Source: an optimization exercise on an open RTL-to-GDS flow (aim: small area and few clock cycles). Production flows keep margins and buffers that such runs may drop. In this exercise RTL edits were held to simulation tests only and were not proved equivalent to the original. The flow treats the clock pin as an ideal source, which a real chip does not have.

==> design.v <==
module icap_controller
	(
		ACLK,
		ARESETN,
		S_AXIS_TREADY,
		S_AXIS_TDATA,
		S_AXIS_TLAST,
		S_AXIS_TVALID,
		ICAP_CE_N,
		ICAP_I
	);
	input                                     ACLK;
	input                                     ARESETN;
	output                                    S_AXIS_TREADY;
	input      [255 : 0]                      S_AXIS_TDATA;
	input                                     S_AXIS_TLAST;
	input                                     S_AXIS_TVALID;
	output                                    ICAP_CE_N;
	output     [31 : 0]                       ICAP_I;
	localparam K = 2;		 
	localparam L = 7;		 
	reg  [K-1:0]   wsel;		 
	reg  [K-1:0]   rsel;		 
	reg  [2:0]     part;		 
	wire [K-1:0]   head_v;
	wire [K-1:0]   in_rdy;
	wire [256*K-1:0] head_d;
	wire send = |(rsel & head_v);
	wire last = send & (part == 3'd7);
	wire acc  = S_AXIS_TVALID & |(wsel & in_rdy);
	genvar c, s;
	generate
		for (c = 0; c < K; c = c + 1) begin : ch
			reg  [256*L-1:0] d;
			reg  [L-1:0]     v;
			wire [L:0]       rdy;	 
			assign rdy[L] = rsel[c] & last;
			for (s = 0; s < L; s = s + 1) begin : st
				assign rdy[s] = ~v[s] | rdy[s+1];
				if (s == 0) begin : first
					always @(posedge ACLK)
						if (rdy[0]) d[255:0] <= S_AXIS_TDATA;
				end else begin : next
					always @(posedge ACLK)
						if (rdy[s]) d[s*256 +: 256] <= d[(s-1)*256 +: 256];
				end
			end
			always @(posedge ACLK or negedge ARESETN)
				if (!ARESETN) v <= {L{1'b0}};
				else v <= (rdy[L-1:0] & {v[L-2:0], acc & wsel[c]}) | (v & ~rdy[L-1:0]);
			assign head_v[c] = v[L-1];
			assign in_rdy[c] = rdy[0];
			assign head_d[c*256 +: 256] = d[(L-1)*256 +: 256];
		end
	endgenerate
	reg [31:0] icap;
	integer i, j;
	always @(*) begin
		icap = 32'd0;
		for (i = 0; i < K; i = i + 1)
			for (j = 0; j < 8; j = j + 1)
				icap = icap | (head_d[i*256 + j*32 +: 32] & {32{rsel[i] & (part == j)}});
	end
	always @(posedge ACLK or negedge ARESETN)
		if (!ARESETN) begin
			wsel <= {{(K-1){1'b0}}, 1'b1};
			rsel <= {{(K-1){1'b0}}, 1'b1};
			part <= 3'd0;
		end else begin
			if (acc) wsel <= {wsel[K-2:0], wsel[K-1]};
			if (last) rsel <= {rsel[K-2:0], rsel[K-1]};
			if (send) part <= part + 3'd1;
		end
	assign S_AXIS_TREADY = |(wsel & in_rdy);
	assign ICAP_CE_N = ~send;
	assign ICAP_I = icap;
endmodule
==> flow/run.sh <==
#!/bin/bash
# The standard layout (the standard.sh, standard synthesis included), with two changes:
# the port buffers are the smallest buffer cell, and clock tree synthesis adds no dummy loads.
# make's full output goes to flow_make.log in the work folder; ORFS keeps each step's log
# under orfs/logs/.
set -euo pipefail
export BUFFER_PORTS_ARGS="-buffer_cell sky130_fd_sc_hd__buf_1"
export CTS_ARGS="-sink_clustering_enable -repair_clock_nets -sink_clustering_size 30 -sink_clustering_max_diameter 100 -buf_list sky130_fd_sc_hd__clkbuf_16 -dont_use_dummy_load"
bash standard.sh finish > flow_make.log 2>&1
==> standard.sh <==
#!/bin/bash
# synth_recipe.tcl (not shown) runs the flow's synth.tcl, then flattens the netlist and writes it again
# the make line also repeats each setting of config.mk as NAME=value (left out here)
make -C /OpenROAD-flow-scripts/flow DESIGN_CONFIG=/design/flow/config.mk WORK_HOME=/design/flow/orfs CLKGATE_MAP_FILE= SYNTH_SCRIPT=/design/flow/synth_recipe.tcl "${@:-finish}"
==> config.mk <==
export PLATFORM = sky130hd
export DESIGN_NAME = icap_controller
export DESIGN_NICKNAME = icap_controller
export VERILOG_FILES = /design/flow/design.v
export SDC_FILE = /design/flow/constraint.sdc
export NUM_CORES = 4
export LEC_CHECK = 0
export CAP_MARGIN = 20
export CORE_MARGIN = 2
export CORE_UTILIZATION = 70
export CTS_BUF_LIST = sky130_fd_sc_hd__clkbuf_16
export CTS_CLUSTER_DIAMETER = 100
export CTS_CLUSTER_SIZE = 30
export SETUP_SLACK_MARGIN = 0.3
export SLEW_MARGIN = 20
export SYNTH_MEMORY_MAX_BITS = 8192
==> constraint.sdc <==
create_clock -name core_clock -period 6.0 [get_ports {ACLK}]
set_input_delay 1.2000 -clock core_clock [delete_from_list [all_inputs] [get_ports {ACLK}]]
set_output_delay 1.2000 -clock core_clock [all_outputs]
set_load 0.01 [all_outputs]
==> tab_implementation.tex, run 1 <==
\begin{tabular}{lr}
\hline
Metric & Value \\
\hline
\multicolumn{2}{l}{\textbf{Synthesis}} \\
\quad Number of nets in the synthesized netlist & 4477 \\
\quad Yosys warnings & 1 \\
\quad Share of the yosys chip area belonging to registers & 0.962 \\
\quad Share of Yosys cell area claimed by the top area cell type & 0.958 \\
\quad Post-synthesis cell type with the largest combined area & sky130\_fd\_sc\_hd\_\_edfxtp\_1 \\
\quad Cell area after synthesis & 0.112 sq mm \\
\quad Leading register cell type out of synthesis & sky130\_fd\_sc\_hd\_\_edfxtp\_1 \\
\quad Top area cells in the synthesized netlist & sky130\_fd\_sc\_hd\_\_edfxtp\_1, sky130\_fd\_sc\_hd\_\_a22oi\_1, sky130\_fd\_sc\_hd\_\_a22o\_1 \\
\quad Mapped Avg Cell Area & 26.7 sq um \\
\quad Share of flip-flops with an asynchronous set or reset after synthesis & 0.00583 \\
\quad Top-count cell post-synth & sky130\_fd\_sc\_hd\_\_edfxtp\_1 \\
\quad Number of synthesized flops with an enable pin & 3584 \\
\quad Yosys cell types & 42 \\
\quad Synth Register Bits & 3605 \\
\quad Synthesized instance count & 4211 \\
\quad Ranking of synthesized cells by instance count & sky130\_fd\_sc\_hd\_\_edfxtp\_1, sky130\_fd\_sc\_hd\_\_a22oi\_1, sky130\_fd\_sc\_hd\_\_a22o\_1 \\
\multicolumn{2}{l}{\textbf{Clock tree}} \\
\quad Clock net sink count & 3605 \\
\quad Number of buffers on the longest clock path & 3 \\
\quad H-tree lvl count & 4 \\
\quad Number of buffers added for setup after CTS & 0 \\
\quad Resize count post-CTS & 0 \\
\quad Count of hold-fix buffers inserted at cts & 0 \\
\quad Number of clock buffers inserted by TritonCTS & 138 \\
\quad Clock latency reported for the late side of the worst-skew pair & 820 ps \\
\quad Clock Root Buffer & sky130\_fd\_sc\_hd\_\_clkbuf\_16 \\
\quad Clock slew at the register clock pins of the worst setup and hold paths & 100 ps \\
\quad TritonCTS clock tree & built \\
\multicolumn{2}{l}{\textbf{Worst setup path}} \\
\quad Cell with the biggest individual delay on the critical path & sky130\_fd\_sc\_hd\_\_a222oi\_1 \\
\quad Largest stage delay, worst path & 1080 ps \\
\quad Kind of end point of the critical path & output port \\
\quad Number of buffer and inverter stages on the critical path & 2 \\
\quad CP required & 4800 ps \\
\quad Data arrival at the endpoint of the critical path & 4140 ps \\
\quad CP Class & flip-flop to output port \\
\quad Startpoint kind of the worst setup timing path & flip-flop \\
\quad Biggest fanout along the worst timing path & 33 \\
\quad CP Cell Sequence & inv\_2, ha\_4, a222oi\_1, nand3\_1, a21o\_1, buf\_1 \\
\quad CP top delay family & compound AO/OA/AOI/OAI gates \\
\multicolumn{2}{l}{\textbf{Finish}} \\
\quad Number of cells in the finished layout apart from fillers & 6722 \\
\quad Final \#Nets & 4901 \\
\quad Final core occ & 0.751 \\
\quad Layout cells sized above 1 & 0.0563 \\
\quad Area of all placed cells without fillers & 0.120 sq mm \\
\quad Syn-to-layout area delta & 6.99\% \\
\quad Fill cell total of the finished layout & 8477 \\
\multicolumn{2}{l}{\textbf{Route}} \\
\quad 1st-pass router iterations & 5 \\
\quad Wire per inst & 27.8 um \\
\quad Routed Wire Length & 187000 um \\
\quad Number of nets with antenna violations after routing & 0 \\
\quad Initial DRC count & 4646 \\
\quad Vias per inst & 5.98 \\
\quad Remaining routing DRC violations & 0 \\
\quad Detailed-route via count & 40200 \\
\multicolumn{2}{l}{\textbf{Timing}} \\
\quad Final hold viol count & 0 \\
\quad Worst hold margin & 362 ps \\
\quad RSZ-0062 raised after global routing & no \\
\quad Time the worst path needs with I/O delays and setup & 5340 ps \\
\quad Clock skew & 51.1 ps \\
\quad Period utilisation layout & 0.889 \\
\quad Slew headroom & 0.137 \\
\quad Final number of setup-violating endpoints & 0 \\
\quad Max-slew violation count & 0 \\
\quad Timing-limited maximum frequency & 187 MHz \\
\quad Setup ws final & 664 ps \\
\quad Setup TNS & 0 ps \\
\quad Worst-Margin Slew & 1290 ps \\
\multicolumn{2}{l}{\textbf{Global routing}} \\
\quad Pin count of the biggest net entering global routing & 166 \\
\quad Residual overflow from global routing & 0 \\
\quad Number of global-route vias before repair & 39500 \\
\quad Overall fraction of global-route tracks in use & 0.233 \\
\quad First-pass GRT wire length & 267000 um \\
\quad Initial antenna violation count & 15 \\
\multicolumn{2}{l}{\textbf{Run status}} \\
\quad Result of the run & complete, no violations \\
\multicolumn{2}{l}{\textbf{Placement}} \\
\quad Detail Placement HPWL & 106000 um \\
\quad Last weighted congestion value of the routability-driven placer & 0.776 \\
\quad Post-detailed-placement cell area & 0.117 sq mm \\
\quad Cell Count Post-Placement & 6580 \\
\quad Post-placement setup slack & 1410 ps \\
\quad Port Buf Inserts & 292 \\
\multicolumn{2}{l}{\textbf{Floorplanning}} \\
\quad Core area & 0.160 sq mm \\
\quad Num rows & 147 \\
\quad Floorplan die width & 405 um \\
\quad Die area & 0.164 sq mm \\
\quad Effective utilization at floorplan & 0.702 \\
\quad Num ports & 294 \\
\quad Die Height & 405 um \\
\multicolumn{2}{l}{\textbf{Hold path}} \\
\quad Path class of the lowest-slack min-delay path & flip-flop to flip-flop \\
\multicolumn{2}{l}{\textbf{Job}} \\
\quad Count of maximum capacitance violations & 0 \\
\hline
\end{tabular}
-- cell usage in the layout (no fill, tap or decap), types with 18 or more instances in the layout --
master / instances
sky130_fd_sc_hd__a221oi_1: 19
sky130_fd_sc_hd__a21oi_1: 18
sky130_fd_sc_hd__nor2_1: 19
sky130_fd_sc_hd__edfxtp_1: 3584
sky130_fd_sc_hd__buf_4: 46
sky130_fd_sc_hd__nand2_1: 30
sky130_fd_sc_hd__a22oi_1: 131
sky130_fd_sc_hd__buf_1: 292
sky130_fd_sc_hd__a22o_1: 74
sky130_fd_sc_hd__o21ai_0: 27
sky130_fd_sc_hd__clkbuf_16: 138
sky130_fd_sc_hd__buf_12: 21
-- final cells by class --
cell class                 count  area, sq um  area share
sequential                  3605       108000       0.900
multi-input combinational    516         3990      0.0331
clock buffer                 138         3450      0.0287
tap                         2086         2610      0.0217
timing repair buffer         361         1920      0.0159
inverter                      13         93.8    0.000781
antenna                        3         7.51   0.0000624
-- flip-flops by register name, indices dropped and copies added, names as in the netlist, named ones only --
register  flops
part          3
wsel          2
ch.d       3584
rsel          2
-- cell families (layout without fill, tap and decap cells) --
group | Yosys count | count (layout) | synth area share
AOI/OAI and AO/OA | 340 | 340 | 0.0234
xor gates and xnor gates | 1 | 1 | 0.0000780
adders and majority gates | 6 | 6 | 0.000668
buffers and inverters | 90 | 512 | 0.00362
DFF | 3605 | 3605 | 0.962
muxes | 37 | 37 | 0.00380
other | 0 | 3 | 0
and+or+nand+nor | 132 | 132 | 0.00601
-- routing by layer --
layer	GRT usage	vias up	wire length (um)
met5	0	-	34
met4	0.0587	6	4260
met3	0.0389	211	13300
met2	0.368	1320	90200
met1	0.352	20800	78900
li1	-	17900	-
-- worst paths after layout --
check                             startpoint                         end  slack (ps)  cells past startpoint
worst max-delay path                 part[2]                   ICAP_I[1]         660                      6
worst min-delay path            ch[0].d[739]                ch[0].d[995]         360                      0
worst max register to register       part[2]               ch[1].d[1194]        1540                      6
worst min register to register  ch[0].d[739]                ch[0].d[995]         360                      0
max in group asynchronous            ARESETN                     part[2]        5260                      2
min in group asynchronous            ARESETN  asynchronous set/reset pin         420                      2
Testbench counts, summed over its fixed seeds: cycles 2,616.
==> run 2: changes to the inputs <==
==> design.v (replaced) <==
module icap_controller
	(
		ACLK,
		ARESETN,
		S_AXIS_TREADY,
		S_AXIS_TDATA,
		S_AXIS_TLAST,
		S_AXIS_TVALID,
		ICAP_CE_N,
		ICAP_I
	);
	input                                     ACLK;
	input                                     ARESETN;
	output                                    S_AXIS_TREADY;
	input      [255 : 0]                      S_AXIS_TDATA;
	input                                     S_AXIS_TLAST;
	input                                     S_AXIS_TVALID;
	output                                    ICAP_CE_N;
	output     [31 : 0]                       ICAP_I;
	localparam N = 13;		 
	localparam W = 257;		 
	reg  [W*N-1:0]   d;		 
	reg  [224:0]     hd;		 
	reg  [N-1:0]     v;		 
	reg              hv, hvn;	 
	reg  [7:0]       q;		 
	reg  [N-2:0]     ld, ldn;	 
	reg              s_in, s_prev, s_self;	 
	wire acc = S_AXIS_TVALID & ld[0];
	wire [N-1:0] v_next;
	assign v_next[0] = ld[0] ? (acc & ~s_in) : v[0];
	genvar s;
	generate
		for (s = 1; s < N - 1; s = s + 1) begin : vn
			assign v_next[s] = ld[s] ? v[s-1] : v[s];
		end
	endgenerate
	assign v_next[N-1] = s_self ? v[N-1] : (s_in ? acc : v[N-2]);
	wire hv_next = hv ? ~q[7] : v[N-1];
	wire [N:0] r;			 
	assign r[N]   = ~hv_next;
	assign r[N-1] = ~v_next[N-1] | ~hv_next;
	generate
		for (s = 0; s < N - 1; s = s + 1) begin : rn
			assign r[s] = ~v_next[s] | r[s+1];
		end
	endgenerate
	wire e_next = ~|v_next[N-2:0];
	always @(posedge ACLK or negedge ARESETN)
		if (!ARESETN) begin
			v      <= {N{1'b0}};
			hv     <= 1'b0;
			hvn    <= 1'b1;
			q      <= 8'd1;
			ld     <= {(N-1){1'b1}};
			ldn    <= {(N-1){1'b0}};
			s_in   <= 1'b1;
			s_prev <= 1'b0;
			s_self <= 1'b0;
		end else begin
			v      <= v_next;
			hv     <= hv_next;
			hvn    <= ~hv_next;
			q      <= hv_next ? {q[6:0], 1'b0} : 8'd1;
			ld     <= r[N-2:0];
			ldn    <= ~r[N-2:0];
			s_in   <= r[N-1] & e_next;
			s_prev <= r[N-1] & ~e_next;
			s_self <= ~r[N-1];
		end
	wire [W-1:0] in_m = {1'b0, S_AXIS_TDATA};
	always @(posedge ACLK) begin
		d[0 +: W] <= ~((in_m | {W{ldn[0]}}) & (d[0 +: W] | {W{ld[0]}}));
	end
	generate
		for (s = 1; s < N - 1; s = s + 1) begin : st
			always @(posedge ACLK)
				d[s*W +: W] <= ~((d[(s-1)*W +: W] | {W{ldn[s]}}) & (d[s*W +: W] | {W{ld[s]}}));
		end
	endgenerate
	always @(posedge ACLK) begin
		d[(N-1)*W +: W] <= ~((in_m & {W{s_in}}) | (d[(N-2)*W +: W] & {W{s_prev}})
		                     | (d[(N-1)*W +: W] & {W{s_self}}));
		hd <= ~((d[(N-1)*W + 32 +: 225] | {225{hv}}) & (hd | {225{hvn}}));
	end
	wire [W-1:0] last = d[(N-1)*W +: W];
	reg [31:0] icap;
	integer j;
	always @(*) begin
		icap = last[31:0] & {32{q[0]}};
		for (j = 0; j < 7; j = j + 1)
			icap = icap | (hd[j*32 +: 32] & {32{q[j+1]}});
	end
	wire pol = q[0] ? last[W-1] : hd[224];
	assign S_AXIS_TREADY = ld[0];
	assign ICAP_CE_N = ~(hv | v[N-1]);
	assign ICAP_I = icap ^ {32{pol}};
endmodule
--- a/config.mk
+++ b/config.mk
@@ -7,7 +7,7 @@
 export LEC_CHECK = 0
 export CAP_MARGIN = 20
 export CORE_MARGIN = 2
-export CORE_UTILIZATION = 70
+export CORE_UTILIZATION = 55
 export CTS_BUF_LIST = sky130_fd_sc_hd__clkbuf_16
 export CTS_CLUSTER_DIAMETER = 100
 export CTS_CLUSTER_SIZE = 30
==> run 2 against run 1 <==
Net effect:
- still clean
- global-route usage is 9.6 points higher
- first-iteration DRC count grew 65%
- register-to-register slack gained 1400 ps
- fmax rose by 7.6%
- sequential share of layout area shrank 22 points
- hold slack better by 42 ps
- wire length up 70%
- critical path depth decreased by 2
- die area is 15% higher
- clock skew decreased by 11 ps
==> tab_implementation.tex, run 2 <==
\begin{tabular}{lr}
\hline
Metric & Value \\
\hline
\multicolumn{2}{l}{\textbf{Timing}} \\
\quad Slew headroom & 0.108 (was 0.137) \\
\quad Setup ws final & 1040 ps (was 664 ps) \\
\quad Setup TNS & 0 ps (unchanged) \\
\quad Final hold viol count & 0 (unchanged) \\
\quad Timing-limited maximum frequency & 202 MHz (was 187 MHz) \\
\quad Worst-Margin Slew & 1340 ps (was 1290 ps) \\
\quad Time the worst path needs with I/O delays and setup & 4960 ps (was 5340 ps) \\
\quad Clock skew & 40.6 ps (was 51.1 ps) \\
\quad Period utilisation layout & 0.826 (was 0.889) \\
\quad RSZ-0062 raised after global routing & no (unchanged) \\
\quad Max-slew violation count & 0 (unchanged) \\
\quad Final number of setup-violating endpoints & 0 (unchanged) \\
\multicolumn{2}{l}{\textbf{Clock tree}} \\
\quad H-tree lvl count & 4 (unchanged) \\
\quad Clock slew at the register clock pins of the worst setup and hold paths & 110 ps (was 100 ps) \\
\quad Clock Root Buffer & sky130\_fd\_sc\_hd\_\_clkbuf\_16 (unchanged) \\
\quad Number of buffers added for setup after CTS & 0 (unchanged) \\
\quad Resize count post-CTS & 0 (unchanged) \\
\quad Number of buffers on the longest clock path & 3 (unchanged) \\
\quad Clock net sink count & 3615 (was 3605) \\
\quad Count of hold-fix buffers inserted at cts & 0 (unchanged) \\
\quad Clock latency reported for the late side of the worst-skew pair & 840 ps (was 820 ps) \\
\quad TritonCTS clock tree & built (unchanged) \\
\quad Number of clock buffers inserted by TritonCTS & 138 (unchanged) \\
\multicolumn{2}{l}{\textbf{Worst setup path}} \\
\quad Biggest fanout along the worst timing path & 57 (was 33) \\
\quad Kind of end point of the critical path & output port (unchanged) \\
\quad Cell with the biggest individual delay on the critical path & sky130\_fd\_sc\_hd\_\_dfstp\_4 (was sky130\_fd\_sc\_hd\_\_a222oi\_1) \\
\quad Depth of the worst register-to-register path & 3 (was 6) \\
\quad Number of buffer and inverter stages on the critical path & 2 (unchanged) \\
\quad CP Cell Sequence & mux2i\_4, buf\_4, xnor2\_1, buf\_1 (was inv\_2, ha\_4, a222oi\_1, nand3\_1, a21o\_1, buf\_1) \\
\quad Data arrival at the endpoint of the critical path & 3760 ps (was 4140 ps) \\
\quad CP top delay family & flip-flops (was compound AO/OA/AOI/OAI gates) \\
\quad Startpoint kind of the worst setup timing path & flip-flop (unchanged) \\
\quad Largest stage delay, worst path & 1000 ps (was 1080 ps) \\
\quad CP Class & flip-flop to output port (unchanged) \\
\quad Number of stages on the worst setup path & 4 (was 6) \\
\quad CP required & 4800 ps (about the same) \\
\multicolumn{2}{l}{\textbf{Global routing}} \\
\quad Overall fraction of global-route tracks in use & 0.328 (was 0.233) \\
\quad Pin count of the biggest net entering global routing & 204 (was 166) \\
\quad Initial antenna violation count & 14 (was 15) \\
\quad Met2 GRT Util & 0.511 (was 0.368) \\
\quad Residual overflow from global routing & 0 (unchanged) \\
\quad Number of global-route vias before repair & 66800 (was 39500) \\
\quad Most Used Layer, Global Route & met2 (unchanged) \\
\quad First-pass GRT wire length & 462000 um (was 267000 um) \\
\quad GRT met3 Usage & 0.0510 (was 0.0389) \\
\quad Global routing met1 resource utilization & 0.458 (was 0.352) \\
\multicolumn{2}{l}{\textbf{Synthesis}} \\
\quad Number of synthesized flops with an enable pin & 0 (was 3584) \\
\quad Cell area after synthesis & 0.101 sq mm (was 0.112 sq mm) \\
\quad Adder-cell share of the synthesized area & 0 (was 0.000668) \\
\quad Post-synthesis mux area share & 0.00101 (was 0.00380) \\
\quad Xor and xnor fraction of the mapped netlist area & 0.00277 (was 0.0000779) \\
\quad Yosys warnings & 1 (unchanged) \\
\quad Number of nets in the synthesized netlist & 8596 (was 4477) \\
\quad Leading register cell type out of synthesis & sky130\_fd\_sc\_hd\_\_dfxtp\_1 (was sky130\_fd\_sc\_hd\_\_edfxtp\_1) \\
\quad Fraction of the mapped netlist area in simple logic gates & 0.00573 (was 0.00601) \\
\quad Share of flip-flops with an asynchronous set or reset after synthesis & 0.0136 (was 0.00583) \\
\quad Yosys cell types & 46 (was 42) \\
\quad Ranking of synthesized cells by instance count & sky130\_fd\_sc\_hd\_\_dfxtp\_1, sky130\_fd\_sc\_hd\_\_o22ai\_1, sky130\_fd\_sc\_hd\_\_clkbuf\_1 (was sky130\_fd\_sc\_hd\_\_edfxtp\_1, sky130\_fd\_sc\_hd\_\_a22oi\_1, sky130\_fd\_sc\_hd\_\_a22o\_1) \\
\quad Top area cells in the synthesized netlist & sky130\_fd\_sc\_hd\_\_dfxtp\_1, sky130\_fd\_sc\_hd\_\_o22ai\_1, sky130\_fd\_sc\_hd\_\_clkbuf\_1 (was sky130\_fd\_sc\_hd\_\_edfxtp\_1, sky130\_fd\_sc\_hd\_\_a22oi\_1, sky130\_fd\_sc\_hd\_\_a22o\_1) \\
\quad Synthesized instance count & 8336 (was 4211) \\
\quad Share of Yosys cell area claimed by the top area cell type & 0.705 (was 0.958) \\
\quad Area fraction in compound gates after synthesis & 0.240 (was 0.0234) \\
\quad Share of the yosys chip area belonging to registers & 0.717 (was 0.962) \\
\quad Dominant combinational cell family by area after synthesis & compound AO/OA/AOI/OAI gates (unchanged) \\
\quad Synth Register Bits & 3615 (was 3605) \\
\quad Top-count cell post-synth & sky130\_fd\_sc\_hd\_\_dfxtp\_1 (was sky130\_fd\_sc\_hd\_\_edfxtp\_1) \\
\quad Post-synthesis cell type with the largest combined area & sky130\_fd\_sc\_hd\_\_dfxtp\_1 (was sky130\_fd\_sc\_hd\_\_edfxtp\_1) \\
\quad Mapped Avg Cell Area & 12.2 sq um (was 26.7 sq um) \\
\multicolumn{2}{l}{\textbf{Placement}} \\
\quad Post-placement setup slack & 1960 ps (was 1410 ps) \\
\quad Detail Placement HPWL & 182000 um (was 106000 um) \\
\quad Last weighted congestion value of the routability-driven placer & 0.929 (was 0.776) \\
\quad Port Buf Inserts & 292 (unchanged) \\
\quad Post-detailed-placement cell area & 0.103 sq mm (was 0.117 sq mm) \\
\multicolumn{2}{l}{\textbf{Finish}} \\
\quad Top flop regs & d x3341, hd x225, v x13 (was ch.d x3584, part x3) \\
\quad Top reg by flops & d (was ch.d) \\
\quad Area of all placed cells without fillers & 0.107 sq mm (was 0.120 sq mm) \\
\quad Final core occ & 0.583 (was 0.751) \\
\quad Largest register FFs & 3341 (was 3584) \\
\quad Fill cell total of the finished layout & 15300 (was 8477) \\
\quad Most used cells in the layout excluding fill and tap cells & sky130\_fd\_sc\_hd\_\_dfxtp\_1, sky130\_fd\_sc\_hd\_\_o22ai\_1, sky130\_fd\_sc\_hd\_\_buf\_1, sky130\_fd\_sc\_hd\_\_a222oi\_1, sky130\_fd\_sc\_hd\_\_clkbuf\_16 (was sky130\_fd\_sc\_hd\_\_edfxtp\_1, sky130\_fd\_sc\_hd\_\_buf\_1, sky130\_fd\_sc\_hd\_\_clkbuf\_16, sky130\_fd\_sc\_hd\_\_a22oi\_1, sky130\_fd\_sc\_hd\_\_a22o\_1) \\
\quad Syn-to-layout area delta & 5.37\% (was 6.99\%) \\
\quad Layout cells sized above 1 & 0.0346 (was 0.0563) \\
\quad Multi-input gate area in the final layout & 0.0253 sq mm (was 0.00399 sq mm) \\
\quad Final \#Nets & 8246 (was 4901) \\
\quad Commonest non-fill, non-tap cell in the layout & sky130\_fd\_sc\_hd\_\_dfxtp\_1 (was sky130\_fd\_sc\_hd\_\_edfxtp\_1) \\
\quad Storage element area & 0.0727 sq mm (was 0.108 sq mm) \\
\multicolumn{2}{l}{\textbf{Run status}} \\
\quad Result of the run & complete, no violations (unchanged) \\
\multicolumn{2}{l}{\textbf{Floorplanning}} \\
\quad Num ports & 294 (unchanged) \\
\quad Core area & 0.183 sq mm (was 0.160 sq mm) \\
\quad Die Height & 433 um (was 405 um) \\
\quad Effective utilization at floorplan & 0.553 (was 0.702) \\
\quad Die area & 0.188 sq mm (was 0.164 sq mm) \\
\quad Floorplan die width & 433 um (was 405 um) \\
\quad Num rows & 157 (was 147) \\
\multicolumn{2}{l}{\textbf{Hold path}} \\
\quad Path class of the lowest-slack min-delay path & flip-flop to flip-flop (unchanged) \\
\quad Number of stages on the worst hold path & 1 (was 0) \\
\multicolumn{2}{l}{\textbf{Route}} \\
\quad Vias per inst & 6.90 (was 5.98) \\
\quad Initial DRC count & 7673 (was 4646) \\
\quad Routed Wire Length & 317000 um (was 187000 um) \\
\quad Remaining routing DRC violations & 0 (unchanged) \\
\quad Number of nets with antenna violations after routing & 0 (unchanged) \\
\quad Wire per inst & 30.4 um (was 27.8 um) \\
\quad 1st-pass router iterations & 9 (was 5) \\
\quad Detailed-route via count & 72100 (was 40200) \\
\multicolumn{2}{l}{\textbf{Job}} \\
\quad Count of maximum capacitance violations & 0 (unchanged) \\
\hline
\end{tabular}
## run 2: cell types whose count changed after synthesis, sizes merged, moves of 17 or more
cell    delta
a21oi     -17
a221oi    -19
a222oi   +239
a22o      -74
buf       +86
clkbuf   +708
dfxtp   +3566
edfxtp  -3584
nand2     -24
nand4     +18
o21ai     -22
o22ai   +3299
xnor2     +31
## run 2: per-layer routing
layer  up-vias  share of wire
met4        18          0.044
met5         -        0.00033
met1     36800           0.43
met2      2727           0.45
li1      32100              -
met3       502          0.072
## run 2: area by class of cell
| cell class | count | share of cell area |
|---|---|---|
| antenna | 1 | 0.0000234 |
| inverter | 9 | 0.000317 |
| multi-input combinational | 3841 | 0.237 |
| sequential | 3615 | 0.682 |
| clock buffer | 138 | 0.0324 |
| timing repair buffer | 381 | 0.0196 |
| tap | 2464 | 0.0289 |
## run 2: logic make-up after synthesis
family,after synthesis
compound gates,3707
xor+xnor,32
buf+inv,880
flops,3615
mux,9
simple gates,93
## run 2: worst register-to-register path, delay by kind of cell (launching register included)
kind	cells	cell delay, ps
buffers and inverters	2	1860
AOI/OAI and AO/OA	1	310
DFF	1	690
## run 2: path summary, 6_finish.rpt
| path | from | endpoint | slack [ps] |
|---|---|---|---|
| max reg2reg | ld[0] | d[74] | 2980 |
| min in group asynchronous | ARESETN | q[6] | 490 |
| min reg2reg | d[951] | d[1208] | 400 |
| min | d[951] | d[1208] | 400 |
| max | q[0] | ICAP_I[9] | 1040 |
| max in group asynchronous | ARESETN | ldn[2] | 4950 |
## run 2: per-stage QoR
step	hold WS (ps)	cells
2_1_floorplan	411	8336
3_3_place_gp	419	10300
3_5_place_dp	427	10300
4_1_cts	406	10400
5_1_grt	415	10400
6_report	404	10400
Testbench counts of run 2, summed over its fixed seeds: cycles 2,568.
==> run 3: changes to the inputs <==
--- a/design.v
+++ b/design.v
@@ -23,20 +23,27 @@
 	reg  [224:0]     hd;		 
 	reg  [N-1:0]     v;		 
 	reg              hv, hvn;	 
-	reg  [7:0]       q;		 
-	reg  [N-2:0]     ld, ldn;	 
+	reg  [2:0]       cnt;		 
+	reg  [N-2:0]     ldn;		 
 	reg              s_in, s_prev, s_self;	 
+	wire [N-1:0] ld;		 
+	assign ld[N-1] = ~v[N-1] | ~hv;
+	genvar s;
+	generate
+		for (s = 0; s < N - 1; s = s + 1) begin : ldc
+			assign ld[s] = ~v[s] | ld[s+1];
+		end
+	endgenerate
 	wire acc = S_AXIS_TVALID & ld[0];
 	wire [N-1:0] v_next;
 	assign v_next[0] = ld[0] ? (acc & ~s_in) : v[0];
-	genvar s;
 	generate
 		for (s = 1; s < N - 1; s = s + 1) begin : vn
 			assign v_next[s] = ld[s] ? v[s-1] : v[s];
 		end
 	endgenerate
 	assign v_next[N-1] = s_self ? v[N-1] : (s_in ? acc : v[N-2]);
-	wire hv_next = hv ? ~q[7] : v[N-1];
+	wire hv_next = hv ? (cnt != 3'd6) : v[N-1];
 	wire [N:0] r;			 
 	assign r[N]   = ~hv_next;
 	assign r[N-1] = ~v_next[N-1] | ~hv_next;
@@ -51,8 +58,6 @@
 			v      <= {N{1'b0}};
 			hv     <= 1'b0;
 			hvn    <= 1'b1;
-			q      <= 8'd1;
-			ld     <= {(N-1){1'b1}};
 			ldn    <= {(N-1){1'b0}};
 			s_in   <= 1'b1;
 			s_prev <= 1'b0;
@@ -61,8 +66,6 @@
 			v      <= v_next;
 			hv     <= hv_next;
 			hvn    <= ~hv_next;
-			q      <= hv_next ? {q[6:0], 1'b0} : 8'd1;
-			ld     <= r[N-2:0];
 			ldn    <= ~r[N-2:0];
 			s_in   <= r[N-1] & e_next;
 			s_prev <= r[N-1] & ~e_next;
@@ -81,17 +84,14 @@
 	always @(posedge ACLK) begin
 		d[(N-1)*W +: W] <= ~((in_m & {W{s_in}}) | (d[(N-2)*W +: W] & {W{s_prev}})
 		                     | (d[(N-1)*W +: W] & {W{s_self}}));
-		hd <= ~((d[(N-1)*W + 32 +: 225] | {225{hv}}) & (hd | {225{hvn}}));
+		hd[191:0] <= ~((d[(N-1)*W + 32 +: 192] | {192{hv}}) & (hd[223:32] | {192{hvn}}));
+		hd[223:192] <= ~d[(N-1)*W + 224 +: 32];
+		hd[224] <= ~((d[(N-1)*W + 256] | hv) & (hd[224] | hvn));
+		cnt <= hv ? cnt + 3'd1 : 3'd0;
 	end
 	wire [W-1:0] last = d[(N-1)*W +: W];
-	reg [31:0] icap;
-	integer j;
-	always @(*) begin
-		icap = last[31:0] & {32{q[0]}};
-		for (j = 0; j < 7; j = j + 1)
-			icap = icap | (hd[j*32 +: 32] & {32{q[j+1]}});
-	end
-	wire pol = q[0] ? last[W-1] : hd[224];
+	wire [31:0] icap = ~((last[31:0] | {32{hv}}) & (hd[31:0] | {32{hvn}}));
+	wire pol = ~((last[W-1] | hv) & (hd[224] | hvn));
 	assign S_AXIS_TREADY = ld[0];
 	assign ICAP_CE_N = ~(hv | v[N-1]);
 	assign ICAP_I = icap ^ {32{pol}};
--- a/config.mk
+++ b/config.mk
@@ -5,12 +5,11 @@
 export SDC_FILE = /design/flow/constraint.sdc
 export NUM_CORES = 4
 export LEC_CHECK = 0
-export CAP_MARGIN = 20
+export CAP_MARGIN = 5
 export CORE_MARGIN = 2
 export CORE_UTILIZATION = 55
 export CTS_BUF_LIST = sky130_fd_sc_hd__clkbuf_16
 export CTS_CLUSTER_DIAMETER = 100
 export CTS_CLUSTER_SIZE = 30
-export SETUP_SLACK_MARGIN = 0.3
-export SLEW_MARGIN = 20
+export SLEW_MARGIN = 5
 export SYNTH_MEMORY_MAX_BITS = 8192
==> run 3 against run 2 <==
Net effect:
- still clean
- worst setup slack better by 780 ps
- critical path depth did not move
- global-route usage is 0.053 points lower
- sequential cell count down 16
- non-clock buffer count is 10 lower
==> tab_implementation.tex, run 3 <==
\begin{tabular}{lr}
\hline
Metric & Value \\
\hline
\multicolumn{2}{l}{\textbf{Run status}} \\
\quad Result of the run & complete, no violations (unchanged) \\
\multicolumn{2}{l}{\textbf{Timing}} \\
\quad Slew headroom & 0.0608 (was 0.108) \\
\quad Setup TNS & 0 ps (unchanged) \\
\quad RSZ-0062 raised after global routing & no (unchanged) \\
\quad Setup ws final & 1820 ps (was 1040 ps) \\
\quad Worst-Margin Slew & 1410 ps (was 1340 ps) \\
\quad Time the worst path needs with I/O delays and setup & 4180 ps (was 4960 ps) \\
\quad Timing-limited maximum frequency & 239 MHz (was 202 MHz) \\
\quad Clock skew & 48.7 ps (was 40.6 ps) \\
\quad Period utilisation layout & 0.697 (was 0.826) \\
\quad Max-slew violation count & 0 (unchanged) \\
\quad Final hold viol count & 0 (unchanged) \\
\quad Final number of setup-violating endpoints & 0 (unchanged) \\
\multicolumn{2}{l}{\textbf{Worst setup path}} \\
\quad Data arrival at the endpoint of the critical path & 2980 ps (was 3760 ps) \\
\quad CP Class & flip-flop to output port (unchanged) \\
\quad Startpoint kind of the worst setup timing path & flip-flop (unchanged) \\
\quad Setup crit start & hvn (was q[0]) \\
\quad Setup slack of the worst register-to-register path & 2280 ps (was 2980 ps) \\
\quad Worst r2r src & hv (was ld[0]) \\
\quad Depth of the worst register-to-register path & 7 (was 3) \\
\quad Biggest fanout along the worst timing path & 63 (was 57) \\
\quad CP required & 4800 ps (about the same) \\
\quad Reg-to-reg critical path endpoint & s\_prev (was d[74]) \\
\quad Kind of end point of the critical path & output port (unchanged) \\
\multicolumn{2}{l}{\textbf{Synthesis}} \\
\quad Leading register cell type out of synthesis & sky130\_fd\_sc\_hd\_\_dfxtp\_1 (unchanged) \\
\quad Top area cells in the synthesized netlist & sky130\_fd\_sc\_hd\_\_dfxtp\_1, sky130\_fd\_sc\_hd\_\_o22ai\_1, sky130\_fd\_sc\_hd\_\_a222oi\_1 (was sky130\_fd\_sc\_hd\_\_dfxtp\_1, sky130\_fd\_sc\_hd\_\_o22ai\_1, sky130\_fd\_sc\_hd\_\_clkbuf\_1) \\
\quad Cell area after synthesis & 0.0999 sq mm (was 0.101 sq mm) \\
\quad Number of synthesized flops with an enable pin & 0 (unchanged) \\
\quad Ranking of synthesized cells by instance count & sky130\_fd\_sc\_hd\_\_dfxtp\_1, sky130\_fd\_sc\_hd\_\_o22ai\_1, sky130\_fd\_sc\_hd\_\_clkbuf\_1 (unchanged) \\
\quad Number of nets in the synthesized netlist & 8424 (was 8596) \\
\quad Share of the yosys chip area belonging to registers & 0.723 (was 0.717) \\
\quad Mapped Avg Cell Area & 12.2 sq um (about the same) \\
\quad Share of flip-flops with an asynchronous set or reset after synthesis & 0.00834 (was 0.0136) \\
\quad Post-synthesis cell type with the largest combined area & sky130\_fd\_sc\_hd\_\_dfxtp\_1 (unchanged) \\
\quad Synthesized instance count & 8162 (was 8336) \\
\quad Share of Yosys cell area claimed by the top area cell type & 0.715 (was 0.705) \\
\quad Yosys cell types & 43 (was 46) \\
\quad Top-count cell post-synth & sky130\_fd\_sc\_hd\_\_dfxtp\_1 (unchanged) \\
\quad Yosys warnings & 1 (unchanged) \\
\quad Synth Register Bits & 3599 (was 3615) \\
\multicolumn{2}{l}{\textbf{Global routing}} \\
\quad First-pass GRT wire length & 461000 um (was 462000 um) \\
\quad Pin count of the biggest net entering global routing & 172 (was 204) \\
\quad Overall fraction of global-route tracks in use & 0.328 (about the same) \\
\quad Number of global-route vias before repair & 70000 (was 66800) \\
\quad Residual overflow from global routing & 0 (unchanged) \\
\quad Initial antenna violation count & 9 (was 14) \\
\multicolumn{2}{l}{\textbf{Finish}} \\
\quad Top reg by flops & d (unchanged) \\
\quad Commonest non-fill, non-tap cell in the layout & sky130\_fd\_sc\_hd\_\_dfxtp\_1 (unchanged) \\
\quad Largest register FFs & 3341 (unchanged) \\
\quad Layout cells sized above 1 & 0.0315 (was 0.0346) \\
\quad Final \#Nets & 8098 (was 8246) \\
\quad Most used cells in the layout excluding fill and tap cells & sky130\_fd\_sc\_hd\_\_dfxtp\_1, sky130\_fd\_sc\_hd\_\_o22ai\_1, sky130\_fd\_sc\_hd\_\_buf\_1, sky130\_fd\_sc\_hd\_\_a222oi\_1, sky130\_fd\_sc\_hd\_\_clkbuf\_16 (unchanged) \\
\quad Top flop regs & d x3341, hd x225, v x13 (unchanged) \\
\quad Syn-to-layout area delta & 5.22\% (was 5.37\%) \\
\quad Fill cell total of the finished layout & 14900 (was 15300) \\
\multicolumn{2}{l}{\textbf{Floorplanning}} \\
\quad Num ports & 294 (unchanged) \\
\quad Die Height & 430 um (was 433 um) \\
\quad Num rows & 156 (was 157) \\
\quad Core area & 0.181 sq mm (was 0.183 sq mm) \\
\quad Floorplan die width & 430 um (was 433 um) \\
\quad Effective utilization at floorplan & 0.553 (about the same) \\
\quad Die area & 0.185 sq mm (was 0.188 sq mm) \\
\multicolumn{2}{l}{\textbf{Route}} \\
\quad 1st-pass router iterations & 10 (was 9) \\
\quad Initial DRC count & 7325 (was 7673) \\
\quad Wire per inst & 30.7 um (was 30.4 um) \\
\quad Routed Wire Length & 313000 um (was 317000 um) \\
\quad Number of nets with antenna violations after routing & 0 (unchanged) \\
\quad Remaining routing DRC violations & 0 (unchanged) \\
\quad Vias per inst & 6.98 (was 6.90) \\
\quad Detailed-route via count & 71300 (was 72100) \\
\multicolumn{2}{l}{\textbf{Clock tree}} \\
\quad Resize count post-CTS & 0 (unchanged) \\
\quad Clock latency reported for the late side of the worst-skew pair & 850 ps (was 840 ps) \\
\quad Number of clock buffers inserted by TritonCTS & 137 (was 138) \\
\quad Number of buffers on the longest clock path & 3 (unchanged) \\
\quad Clock net sink count & 3599 (was 3615) \\
\quad Number of buffers added for setup after CTS & 0 (unchanged) \\
\quad Clock Root Buffer & sky130\_fd\_sc\_hd\_\_clkbuf\_16 (unchanged) \\
\quad Count of hold-fix buffers inserted at cts & 0 (unchanged) \\
\quad Clock slew at the register clock pins of the worst setup and hold paths & 110 ps (about the same) \\
\quad TritonCTS clock tree & built (unchanged) \\
\quad H-tree lvl count & 4 (unchanged) \\
\multicolumn{2}{l}{\textbf{Placement}} \\
\quad Port Buf Inserts & 292 (unchanged) \\
\quad Last weighted congestion value of the routability-driven placer & 0.787 (was 0.929) \\
\quad Detail Placement HPWL & 157000 um (was 182000 um) \\
\quad Post-placement setup slack & 2270 ps (was 1960 ps) \\
\multicolumn{2}{l}{\textbf{Job}} \\
\quad Count of maximum capacitance violations & 0 (unchanged) \\
\multicolumn{2}{l}{\textbf{Hold path}} \\
\quad Path class of the lowest-slack min-delay path & primary input to asynchronous set/reset pin (was flip-flop to flip-flop) \\
\hline
\end{tabular}
==> run 3: layer usage <==
metal	routed length, um	up-vias	GRT usage
li1	-	31200	-
met1	129000	36500	0.436
met2	145000	2986	0.534
met3	21500	548	0.0397
met4	16800	6	0.158
met5	44	-	0
==> run 3: worst max-delay path by stage <==
stage | slack, ps | to | cells after the start
2_1_floorplan | 3330 | ICAP_I[10] | 4
3_3_place_gp | 2340 | s_prev | 7
3_5_place_dp | 2270 | s_prev | 7
4_1_cts | 1790 | ICAP_I[6] | 4
5_1_grt | 1720 | ICAP_I[6] | 4
6_report | 1820 | ICAP_I[18] | 4
==> run 3: per-stage QoR <==
| stage | std cells | util | hold WS [ps] | cell area (sq um) |
|---|---|---|---|---|
| 2_1_floorplan | 8162 | - | 352 | 99900 |
| 3_3_place_gp | 10100 | 0.563 | 361 | 102000 |
| 3_5_place_dp | 10100 | 0.563 | 361 | 102000 |
| 4_1_cts | 10200 | 0.582 | 365 | 105000 |
| 5_1_grt | 10200 | 0.582 | 399 | 105000 |
| 6_report | 10200 | 0.582 | 381 | 105000 |
==> run 3: cells by family after synthesis <==
family                     share of synthesized area
DFF                                            0.723
buffers and inverters                         0.0361
adders and majority gates                   0.000351
xor gates and xnor gates                     0.00289
and+or+nand+nor                              0.00413
AOI/OAI and AO/OA                              0.234
muxes                                       0.000100
==> run 3: cell type report <==
class | instances | area, sq um | share of cell area
diodes | 5 | 12.5 | 0.000119
flip-flops and latches | 3599 | 72300 | 0.687
multi-input cells | 3687 | 24200 | 0.230
repair buffers | 371 | 2090 | 0.0199
well taps | 2370 | 2970 | 0.0282
clock buffers | 137 | 3430 | 0.0326
inverters | 40 | 150 | 0.00143
==> run 3: critical path: stages, from the launching register on <==
cell                      delay, ps
sky130_fd_sc_hd__dfstp_4       1220
sky130_fd_sc_hd__o22ai_4        100
sky130_fd_sc_hd__buf_4          350
sky130_fd_sc_hd__xor2_1         260
sky130_fd_sc_hd__buf_1          180
Testbench counts of run 3, summed over its fixed seeds: cycles 2,568.
==> run 4: changes to the inputs <==
--- a/config.mk
+++ b/config.mk
@@ -5,11 +5,13 @@
 export SDC_FILE = /design/flow/constraint.sdc
 export NUM_CORES = 4
 export LEC_CHECK = 0
-export CAP_MARGIN = 5
+export CAP_MARGIN = 20
 export CORE_MARGIN = 2
 export CORE_UTILIZATION = 55
 export CTS_BUF_LIST = sky130_fd_sc_hd__clkbuf_16
 export CTS_CLUSTER_DIAMETER = 100
 export CTS_CLUSTER_SIZE = 30
-export SLEW_MARGIN = 5
+export GPL_TIMING_DRIVEN = 0
+export SETUP_SLACK_MARGIN = 0.3
+export SLEW_MARGIN = 20
 export SYNTH_MEMORY_MAX_BITS = 8192
==> run 4 against run 3 <==
Net effect:
- still clean on timing, DRC and antenna
- fmax shrank 13%
- synthesized area is the same
- synthesized cell count is the same
- critical endpoint is now ICAP_I[23]
==> tab_implementation.tex, run 4 <==
\begin{tabular}{lr}
\hline
Metric & Value \\
\hline
\multicolumn{2}{l}{\textbf{Run status}} \\
\quad Result of the run & complete, no violations (unchanged) \\
\multicolumn{2}{l}{\textbf{Clock tree}} \\
\quad Clock slew at the register clock pins of the worst setup and hold paths & 110 ps (about the same) \\
\quad Number of clock buffers inserted by TritonCTS & 137 (unchanged) \\
\quad Count of hold-fix buffers inserted at cts & 0 (unchanged) \\
\quad Clock net sink count & 3599 (unchanged) \\
\quad Resize count post-CTS & 0 (unchanged) \\
\quad H-tree lvl count & 4 (unchanged) \\
\quad TritonCTS clock tree & built (unchanged) \\
\quad Number of buffers on the longest clock path & 3 (unchanged) \\
\quad Clock Root Buffer & sky130\_fd\_sc\_hd\_\_clkbuf\_16 (unchanged) \\
\quad Number of buffers added for setup after CTS & 0 (unchanged) \\
\quad Clock latency reported for the late side of the worst-skew pair & 840 ps (was 850 ps) \\
\multicolumn{2}{l}{\textbf{Timing}} \\
\quad Time the worst path needs with I/O delays and setup & 4790 ps (was 4180 ps) \\
\quad Clock skew & 37.7 ps (was 48.7 ps) \\
\quad Slew headroom & 0.167 (was 0.0608) \\
\quad Worst-Margin Slew & 1250 ps (was 1410 ps) \\
\quad RSZ-0062 raised after global routing & no (unchanged) \\
\quad Worst hold margin & 381 ps (about the same) \\
\quad Setup TNS & 0 ps (unchanged) \\
\quad Timing-limited maximum frequency & 209 MHz (was 239 MHz) \\
\quad Period utilisation layout & 0.798 (was 0.697) \\
\quad Final number of setup-violating endpoints & 0 (unchanged) \\
\quad Final hold viol count & 0 (unchanged) \\
\quad Max-slew violation count & 0 (unchanged) \\
\multicolumn{2}{l}{\textbf{Synthesis}} \\
\quad Number of synthesized flops with an enable pin & 0 (unchanged) \\
\quad Yosys cell types & 43 (unchanged) \\
\quad Mapped Avg Cell Area & 12.2 sq um (unchanged) \\
\quad Synth Register Bits & 3599 (unchanged) \\
\quad Share of flip-flops with an asynchronous set or reset after synthesis & 0.00834 (unchanged) \\
\quad Ranking of synthesized cells by instance count & sky130\_fd\_sc\_hd\_\_dfxtp\_1, sky130\_fd\_sc\_hd\_\_o22ai\_1, sky130\_fd\_sc\_hd\_\_clkbuf\_1 (unchanged) \\
\quad Share of Yosys cell area claimed by the top area cell type & 0.715 (unchanged) \\
\quad Yosys warnings & 1 (unchanged) \\
\quad Top-count cell post-synth & sky130\_fd\_sc\_hd\_\_dfxtp\_1 (unchanged) \\
\quad Post-synthesis cell type with the largest combined area & sky130\_fd\_sc\_hd\_\_dfxtp\_1 (unchanged) \\
\quad Share of the yosys chip area belonging to registers & 0.723 (unchanged) \\
\quad Synthesized instance count & 8162 (unchanged) \\
\quad Cell area after synthesis & 0.0999 sq mm (unchanged) \\
\quad Top area cells in the synthesized netlist & sky130\_fd\_sc\_hd\_\_dfxtp\_1, sky130\_fd\_sc\_hd\_\_o22ai\_1, sky130\_fd\_sc\_hd\_\_a222oi\_1 (unchanged) \\
\quad Number of nets in the synthesized netlist & 8424 (unchanged) \\
\quad Leading register cell type out of synthesis & sky130\_fd\_sc\_hd\_\_dfxtp\_1 (unchanged) \\
\multicolumn{2}{l}{\textbf{Floorplanning}} \\
\quad Die area & 0.185 sq mm (unchanged) \\
\quad Effective utilization at floorplan & 0.553 (unchanged) \\
\quad Die Height & 430 um (unchanged) \\
\quad Num rows & 156 (unchanged) \\
\quad Floorplan die width & 430 um (unchanged) \\
\quad Core area & 0.181 sq mm (unchanged) \\
\quad Num ports & 294 (unchanged) \\
\multicolumn{2}{l}{\textbf{Placement}} \\
\quad Port Buf Inserts & 292 (unchanged) \\
\quad Post-detailed-placement cell area & 0.104 sq mm (was 0.102 sq mm) \\
\quad Cell Count Post-Placement & 10800 (was 10100) \\
\quad Detail Placement HPWL & 211000 um (was 157000 um) \\
\quad Last weighted congestion value of the routability-driven placer & 1.02 (was 0.787) \\
\multicolumn{2}{l}{\textbf{Finish}} \\
\quad Largest register FFs & 3341 (unchanged) \\
\quad Number of cells in the finished layout apart from fillers & 11000 (was 10200) \\
\quad Layout cells sized above 1 & 0.0498 (was 0.0315) \\
\quad Final \#Nets & 8863 (was 8098) \\
\quad Top flop regs & d x3341, hd x225, v x13 (unchanged) \\
\quad Fill cell total of the finished layout & 14900 (about the same) \\
\quad Commonest non-fill, non-tap cell in the layout & sky130\_fd\_sc\_hd\_\_dfxtp\_1 (unchanged) \\
\quad Syn-to-layout area delta & 7.74\% (was 5.22\%) \\
\quad Top reg by flops & d (unchanged) \\
\quad Multi-input gate area in the final layout & 0.0241 sq mm (was 0.0242 sq mm) \\
\quad Storage element area & 0.0722 sq mm (was 0.0723 sq mm) \\
\quad Most used cells in the layout excluding fill and tap cells & sky130\_fd\_sc\_hd\_\_dfxtp\_1, sky130\_fd\_sc\_hd\_\_o22ai\_1, sky130\_fd\_sc\_hd\_\_clkbuf\_1, sky130\_fd\_sc\_hd\_\_buf\_1, sky130\_fd\_sc\_hd\_\_a222oi\_1 (was sky130\_fd\_sc\_hd\_\_dfxtp\_1, sky130\_fd\_sc\_hd\_\_o22ai\_1, sky130\_fd\_sc\_hd\_\_buf\_1, sky130\_fd\_sc\_hd\_\_a222oi\_1, sky130\_fd\_sc\_hd\_\_clkbuf\_16) \\
\quad Area of all placed cells without fillers & 0.108 sq mm (was 0.105 sq mm) \\
\multicolumn{2}{l}{\textbf{Global routing}} \\
\quad First-pass GRT wire length & 420000 um (was 461000 um) \\
\quad Pin count of the biggest net entering global routing & 31 (was 172) \\
\quad Residual overflow from global routing & 0 (unchanged) \\
\quad Overall fraction of global-route tracks in use & 0.298 (was 0.328) \\
\quad Number of global-route vias before repair & 67100 (was 70000) \\
\quad Initial antenna violation count & 37 (was 9) \\
\multicolumn{2}{l}{\textbf{Worst setup path}} \\
\quad Cell with the biggest individual delay on the critical path & sky130\_fd\_sc\_hd\_\_clkbuf\_1 (was sky130\_fd\_sc\_hd\_\_dfstp\_4) \\
\quad CP Cell Sequence & buf\_2, clkbuf\_1, buf\_1, o22ai\_1, xor2\_1, buf\_1 (was o22ai\_4, buf\_4, xor2\_1, buf\_1) \\
\quad CP Class & flip-flop to output port (unchanged) \\
\quad Kind of end point of the critical path & output port (unchanged) \\
\quad Number of buffer and inverter stages on the critical path & 4 (was 2) \\
\quad CP dominant cell by count & sky130\_fd\_sc\_hd\_\_buf\_1 \\
\quad CP top delay family & buffers and inverters (was flip-flops) \\
\quad Biggest fanout along the worst timing path & 10 (was 63) \\
\quad Startpoint kind of the worst setup timing path & flip-flop (unchanged) \\
\quad Data arrival at the endpoint of the critical path & 3590 ps (was 2980 ps) \\
\quad Largest stage delay, worst path & 830 ps (was 1220 ps) \\
\quad CP required & 4800 ps (about the same) \\
\multicolumn{2}{l}{\textbf{Route}} \\
\quad Wire per inst & 25.9 um (was 30.7 um) \\
\quad Remaining routing DRC violations & 0 (unchanged) \\
\quad Initial DRC count & 6282 (was 7325) \\
\quad Number of nets with antenna violations after routing & 0 (unchanged) \\
\quad Detailed-route via count & 69300 (was 71300) \\
\quad Vias per inst & 6.31 (was 6.98) \\
\quad Routed Wire Length & 285000 um (was 313000 um) \\
\quad 1st-pass router iterations & 10 (unchanged) \\
\multicolumn{2}{l}{\textbf{Job}} \\
\quad Count of maximum capacitance violations & 0 (unchanged) \\
\multicolumn{2}{l}{\textbf{Hold path}} \\
\quad Path class of the lowest-slack min-delay path & flip-flop to flip-flop (was primary input to asynchronous set/reset pin) \\
\hline
\end{tabular}
-- run 4: path summary, 6_finish.rpt --
path	start	to	slack, ps	depth (start not counted)
worst min-delay path	d[3335]	hd[219]	380	1
min in group asynchronous	ARESETN	hv	400	1
worst max register to register	hv	hd[44]	2920	5
worst max-delay path	hv	ICAP_I[23]	1210	6
max in group asynchronous	ARESETN	ldn[5]	5160	1
worst min register to register	d[3335]	hd[219]	380	1
-- run 4: final cells by class --
type                    count  area share
plain buffers             836      0.0325
inverters                  40     0.00139
well taps                2370      0.0275
clock buffers             137      0.0318
multi-input cells        3687       0.224
repair buffers            300      0.0117
diodes                     14    0.000325
flip-flops and latches   3599       0.671
-- run 4: metal layers --
metal | global-route usage | share of wire | vias to the layer above
met3 | 0.0375 | 0.049 | 418
met5 | 0 | 0.00016 | -
li1 | - | - | 32900
met2 | 0.488 | 0.47 | 1838
met4 | 0.137 | 0.048 | 8
met1 | 0.396 | 0.44 | 34100
-- run 4: metrics by stage --
step                      setup WS [ps]  utilization
final                              1210        0.596
after global routing               1130        0.596
after CTS                          1240        0.596
after detailed placement           2170        0.577
after global placement             2160        0.576
after floorplan                    3330            -
-- run 4: logic make-up after synthesis --
kind of cell | synth area share
adder cells (fa/ha/maj) | 0.000351
multiplexers | 0.000100
AO/OA/AOI/OAI | 0.234
flip-flops | 0.723
XOR/XNOR | 0.00289
buffers and inverters | 0.0361
AND/OR/NAND/NOR | 0.00413
-- run 4: worst register-to-register path, stage by stage, from the launching register on --
cell,delay [ps]
sky130_fd_sc_hd__dfrtp_1,330
sky130_fd_sc_hd__buf_2,260
sky130_fd_sc_hd__clkbuf_1,830
sky130_fd_sc_hd__clkbuf_1,670
sky130_fd_sc_hd__clkbuf_1,390
sky130_fd_sc_hd__o22ai_1,370
==> run 5: changes to the inputs <==
--- a/config.mk
+++ b/config.mk
@@ -11,7 +11,6 @@
 export CTS_BUF_LIST = sky130_fd_sc_hd__clkbuf_16
 export CTS_CLUSTER_DIAMETER = 100
 export CTS_CLUSTER_SIZE = 30
-export GPL_TIMING_DRIVEN = 0
 export SETUP_SLACK_MARGIN = 0.3
 export SLEW_MARGIN = 20
 export SYNTH_MEMORY_MAX_BITS = 8192
==> run 5 against run 4 <==
Net effect:
- still clean
- global-route usage grew 3.0 points
- sequential cell count unchanged
- hold slack worse by 10 ps
- fmax rose by 14%
- clock-buffer cell count unchanged
- critical path type unchanged
==> tab_implementation.tex, run 5 <==
\begin{tabular}{lr}
\hline
Metric & Value \\
\hline
\multicolumn{2}{l}{\textbf{Timing}} \\
\quad Period utilisation layout & 0.698 (was 0.798) \\
\quad Clock skew & 43.4 ps (was 37.7 ps) \\
\quad Time the worst path needs with I/O delays and setup & 4190 ps (was 4790 ps) \\
\quad Final hold viol count & 0 (unchanged) \\
\quad Setup TNS & 0 ps (unchanged) \\
\quad Final number of setup-violating endpoints & 0 (unchanged) \\
\quad Max-slew violation count & 0 (unchanged) \\
\quad Setup ws final & 1810 ps (was 1210 ps) \\
\quad Slew headroom & 0.172 (was 0.167) \\
\quad RSZ-0062 raised after global routing & no (unchanged) \\
\quad Timing-limited maximum frequency & 239 MHz (was 209 MHz) \\
\quad Worst-Margin Slew & 1240 ps (was 1250 ps) \\
\multicolumn{2}{l}{\textbf{Synthesis}} \\
\quad Synth Register Bits & 3599 (unchanged) \\
\quad Share of flip-flops with an asynchronous set or reset after synthesis & 0.00834 (unchanged) \\
\quad Cell area after synthesis & 0.0999 sq mm (unchanged) \\
\quad Yosys warnings & 1 (unchanged) \\
\quad Share of Yosys cell area claimed by the top area cell type & 0.715 (unchanged) \\
\quad Ranking of synthesized cells by instance count & sky130\_fd\_sc\_hd\_\_dfxtp\_1, sky130\_fd\_sc\_hd\_\_o22ai\_1, sky130\_fd\_sc\_hd\_\_clkbuf\_1 (unchanged) \\
\quad Mapped Avg Cell Area & 12.2 sq um (unchanged) \\
\quad Post-synthesis cell type with the largest combined area & sky130\_fd\_sc\_hd\_\_dfxtp\_1 (unchanged) \\
\quad Top-count cell post-synth & sky130\_fd\_sc\_hd\_\_dfxtp\_1 (unchanged) \\
\quad Share of the yosys chip area belonging to registers & 0.723 (unchanged) \\
\quad Leading register cell type out of synthesis & sky130\_fd\_sc\_hd\_\_dfxtp\_1 (unchanged) \\
\quad Number of synthesized flops with an enable pin & 0 (unchanged) \\
\quad Top area cells in the synthesized netlist & sky130\_fd\_sc\_hd\_\_dfxtp\_1, sky130\_fd\_sc\_hd\_\_o22ai\_1, sky130\_fd\_sc\_hd\_\_a222oi\_1 (unchanged) \\
\quad Yosys cell types & 43 (unchanged) \\
\quad Number of nets in the synthesized netlist & 8424 (unchanged) \\
\quad Synthesized instance count & 8162 (unchanged) \\
\multicolumn{2}{l}{\textbf{Finish}} \\
\quad Final \#Nets & 8100 (was 8863) \\
\quad Fill cell total of the finished layout & 15000 (was 14900) \\
\quad Top flop regs & d x3341, hd x225, v x13 (unchanged) \\
\quad Layout cells sized above 1 & 0.0318 (was 0.0498) \\
\quad Syn-to-layout area delta & 5.27\% (was 7.74\%) \\
\quad Most used cells in the layout excluding fill and tap cells & sky130\_fd\_sc\_hd\_\_dfxtp\_1, sky130\_fd\_sc\_hd\_\_o22ai\_1, sky130\_fd\_sc\_hd\_\_buf\_1, sky130\_fd\_sc\_hd\_\_a222oi\_1, sky130\_fd\_sc\_hd\_\_clkbuf\_16 (was sky130\_fd\_sc\_hd\_\_dfxtp\_1, sky130\_fd\_sc\_hd\_\_o22ai\_1, sky130\_fd\_sc\_hd\_\_clkbuf\_1, sky130\_fd\_sc\_hd\_\_buf\_1, sky130\_fd\_sc\_hd\_\_a222oi\_1) \\
\quad Number of cells in the finished layout apart from fillers & 10200 (was 11000) \\
\quad Largest register FFs & 3341 (unchanged) \\
\quad Commonest non-fill, non-tap cell in the layout & sky130\_fd\_sc\_hd\_\_dfxtp\_1 (unchanged) \\
\quad Top reg by flops & d (unchanged) \\
\multicolumn{2}{l}{\textbf{Job}} \\
\quad Count of maximum capacitance violations & 0 (unchanged) \\
\multicolumn{2}{l}{\textbf{Route}} \\
\quad Wire per inst & 30.7 um (was 25.9 um) \\
\quad Detailed-route via count & 71300 (was 69300) \\
\quad Initial DRC count & 7846 (was 6282) \\
\quad Remaining routing DRC violations & 0 (unchanged) \\
\quad Number of nets with antenna violations after routing & 0 (unchanged) \\
\quad Routed Wire Length & 314000 um (was 285000 um) \\
\quad 1st-pass router iterations & 7 (was 10) \\
\quad Vias per inst & 6.98 (was 6.31) \\
\multicolumn{2}{l}{\textbf{Global routing}} \\
\quad Most Used Layer, Global Route & met2 (unchanged) \\
\quad Global routing met1 resource utilization & 0.435 (was 0.396) \\
\quad Number of global-route vias before repair & 70200 (was 67100) \\
\quad Met2 GRT Util & 0.535 (was 0.488) \\
\quad Residual overflow from global routing & 0 (unchanged) \\
\quad Pin count of the biggest net entering global routing & 172 (was 31) \\
\quad GRT met3 Usage & 0.0412 (was 0.0375) \\
\quad Initial antenna violation count & 8 (was 37) \\
\quad Overall fraction of global-route tracks in use & 0.328 (was 0.298) \\
\quad First-pass GRT wire length & 461000 um (was 420000 um) \\
\multicolumn{2}{l}{\textbf{Placement}} \\
\quad Detail Placement HPWL & 157000 um (was 211000 um) \\
\quad Port Buf Inserts & 292 (unchanged) \\
\quad Post-placement setup slack & 2290 ps (was 2170 ps) \\
\quad Cell Count Post-Placement & 10100 (was 10800) \\
\quad Last weighted congestion value of the routability-driven placer & 0.787 (was 1.02) \\
\multicolumn{2}{l}{\textbf{Clock tree}} \\
\quad Clock latency reported for the late side of the worst-skew pair & 850 ps (was 840 ps) \\
\quad Clock Root Buffer & sky130\_fd\_sc\_hd\_\_clkbuf\_16 (unchanged) \\
\quad Resize count post-CTS & 0 (unchanged) \\
\quad TritonCTS clock tree & built (unchanged) \\
\quad Number of buffers added for setup after CTS & 0 (unchanged) \\
\quad Number of clock buffers inserted by TritonCTS & 137 (unchanged) \\
\quad Count of hold-fix buffers inserted at cts & 0 (unchanged) \\
\quad H-tree lvl count & 4 (unchanged) \\
\quad Clock net sink count & 3599 (unchanged) \\
\quad Number of buffers on the longest clock path & 3 (unchanged) \\
\quad Clock slew at the register clock pins of the worst setup and hold paths & 110 ps (about the same) \\
\multicolumn{2}{l}{\textbf{Floorplanning}} \\
\quad Num rows & 156 (unchanged) \\
\quad Die area & 0.185 sq mm (unchanged) \\
\quad Core area & 0.181 sq mm (unchanged) \\
\quad Floorplan die width & 430 um (unchanged) \\
\quad Die Height & 430 um (unchanged) \\
\quad Num ports & 294 (unchanged) \\
\quad Effective utilization at floorplan & 0.553 (unchanged) \\
\multicolumn{2}{l}{\textbf{Worst setup path}} \\
\quad CP required & 4800 ps (about the same) \\
\quad CP Cell Sequence & o22ai\_4, buf\_4, xor2\_1, buf\_1 (was buf\_2, clkbuf\_1, buf\_1, o22ai\_1, xor2\_1, buf\_1) \\
\quad Data arrival at the endpoint of the critical path & 2990 ps (was 3590 ps) \\
\quad Number of buffer and inverter stages on the critical path & 2 (was 4) \\
\quad CP Class & flip-flop to output port (unchanged) \\
\quad Kind of end point of the critical path & output port (unchanged) \\
\quad Biggest fanout along the worst timing path & 63 (was 10) \\
\quad Startpoint kind of the worst setup timing path & flip-flop (unchanged) \\
\quad Largest stage delay, worst path & 1220 ps (was 830 ps) \\
\quad CP top delay family & flip-flops (was buffers and inverters) \\
\quad Cell with the biggest individual delay on the critical path & sky130\_fd\_sc\_hd\_\_dfstp\_4 (was sky130\_fd\_sc\_hd\_\_clkbuf\_1) \\
\multicolumn{2}{l}{\textbf{Run status}} \\
\quad Result of the run & complete, no violations (unchanged) \\
\multicolumn{2}{l}{\textbf{Hold path}} \\
\quad Path class of the lowest-slack min-delay path & primary input to asynchronous set/reset pin (was flip-flop to flip-flop) \\
\hline
\end{tabular}
## run 5: cell counts after synthesis
No cell type changed its count.
## run 5: cells by family (layout without fill, tap and decap cells)
family                   after synthesis  in the layout  synth area share
flip-flops                          3599           3599             0.723
AO/OA/AOI/OAI                       3583           3583             0.234
XOR/XNOR                              33             33           0.00289
other                                  0              6                 0
adder cells (fa/ha/maj)                3              3          0.000351
buffers and inverters                876            550            0.0361
multiplexers                           1              1          0.000100
AND/OR/NAND/NOR                       67             67           0.00413
## run 5: layer usage
metal,vias to the layer above,share of wire
met2,2999,0.47
met3,534,0.070
met5,-,0.000092
met1,36500,0.41
met4,4,0.051
li1,31300,-
## run 5: worst paths after layout
| kind | from | end | slack [ps] | depth (start not counted) |
|---|---|---|---|---|
| worst max-delay path | hvn | ICAP_I[18] | 1810 | 4 |
| max in group asynchronous | ARESETN | ldn[10] | 5290 | 2 |
| min in group core_clock | d[3338] | hd[222] | 390 | 1 |
| worst min register to register | d[3338] | hd[222] | 390 | 1 |
| worst min-delay path | ARESETN | s_self | 370 | 2 |
| worst max register to register | hv | s_prev | 2290 | 7 |
## run 5: area by class of cell
cell class	instances	area, sq um	area share
Sequential cell	3599	72300	0.687
Antenna cell	6	15.0	0.000143
Tap cell	2370	2970	0.0282
Inverter	40	150	0.00143
Clock buffer	137	3430	0.0326
Timing Repair Buffer	373	2140	0.0204
Multi-Input combinational cell	3687	24200	0.230
## run 5: metrics by stage
stage / hold WS, ps / area (sq um) / util
5_1_grt: 396 / 105000 / 0.583
6_report: 371 / 105000 / 0.583
3_3_place_gp: 361 / 102000 / 0.563
3_5_place_dp: 361 / 102000 / 0.563
2_1_floorplan: 352 / 99900 / -
4_1_cts: 348 / 105000 / 0.582

## afterwards: timing with drivers on the ports
The flow's constraints put no driver on any port. The routed layouts listed below were extracted and timed again, unchanged, in two steps.
Step 1 assumes that a clkbuf_16 drives the clock port and a buf_2 every other input.
Step 2 moves the port delays by t, midway between the first and last clock arrival at a register: inputs arrive t later, outputs are due t later. That takes back most of the time a late clock gives input paths.
Slacks: ideal ports / drivers / drivers and shift; pairs: ideal ports / drivers.
| run | t (ns) | setup slack, ns | worst setup path after step 2 | slew at the worst register clock pin (ns) |
|---|---|---|---|---|
| run 1 | 0.878 | 0.664 / 0.579 / 1.457 | register to output | 0.11 / 0.11 |
| run 2 | 0.918 | 1.041 / 0.946 / 1.865 | register to output | 0.12 / 0.12 |
| run 3 | 0.907 | 1.818 / 1.733 / 2.278 | register to register | 0.12 / 0.12 |
| run 4 | 0.904 | 1.214 / 1.131 / 2.035 | register to output | 0.11 / 0.11 |
| run 5 | 0.912 | 1.812 / 1.724 / 2.294 | register to register | 0.12 / 0.12 |
After both steps every run listed still meets setup and hold.
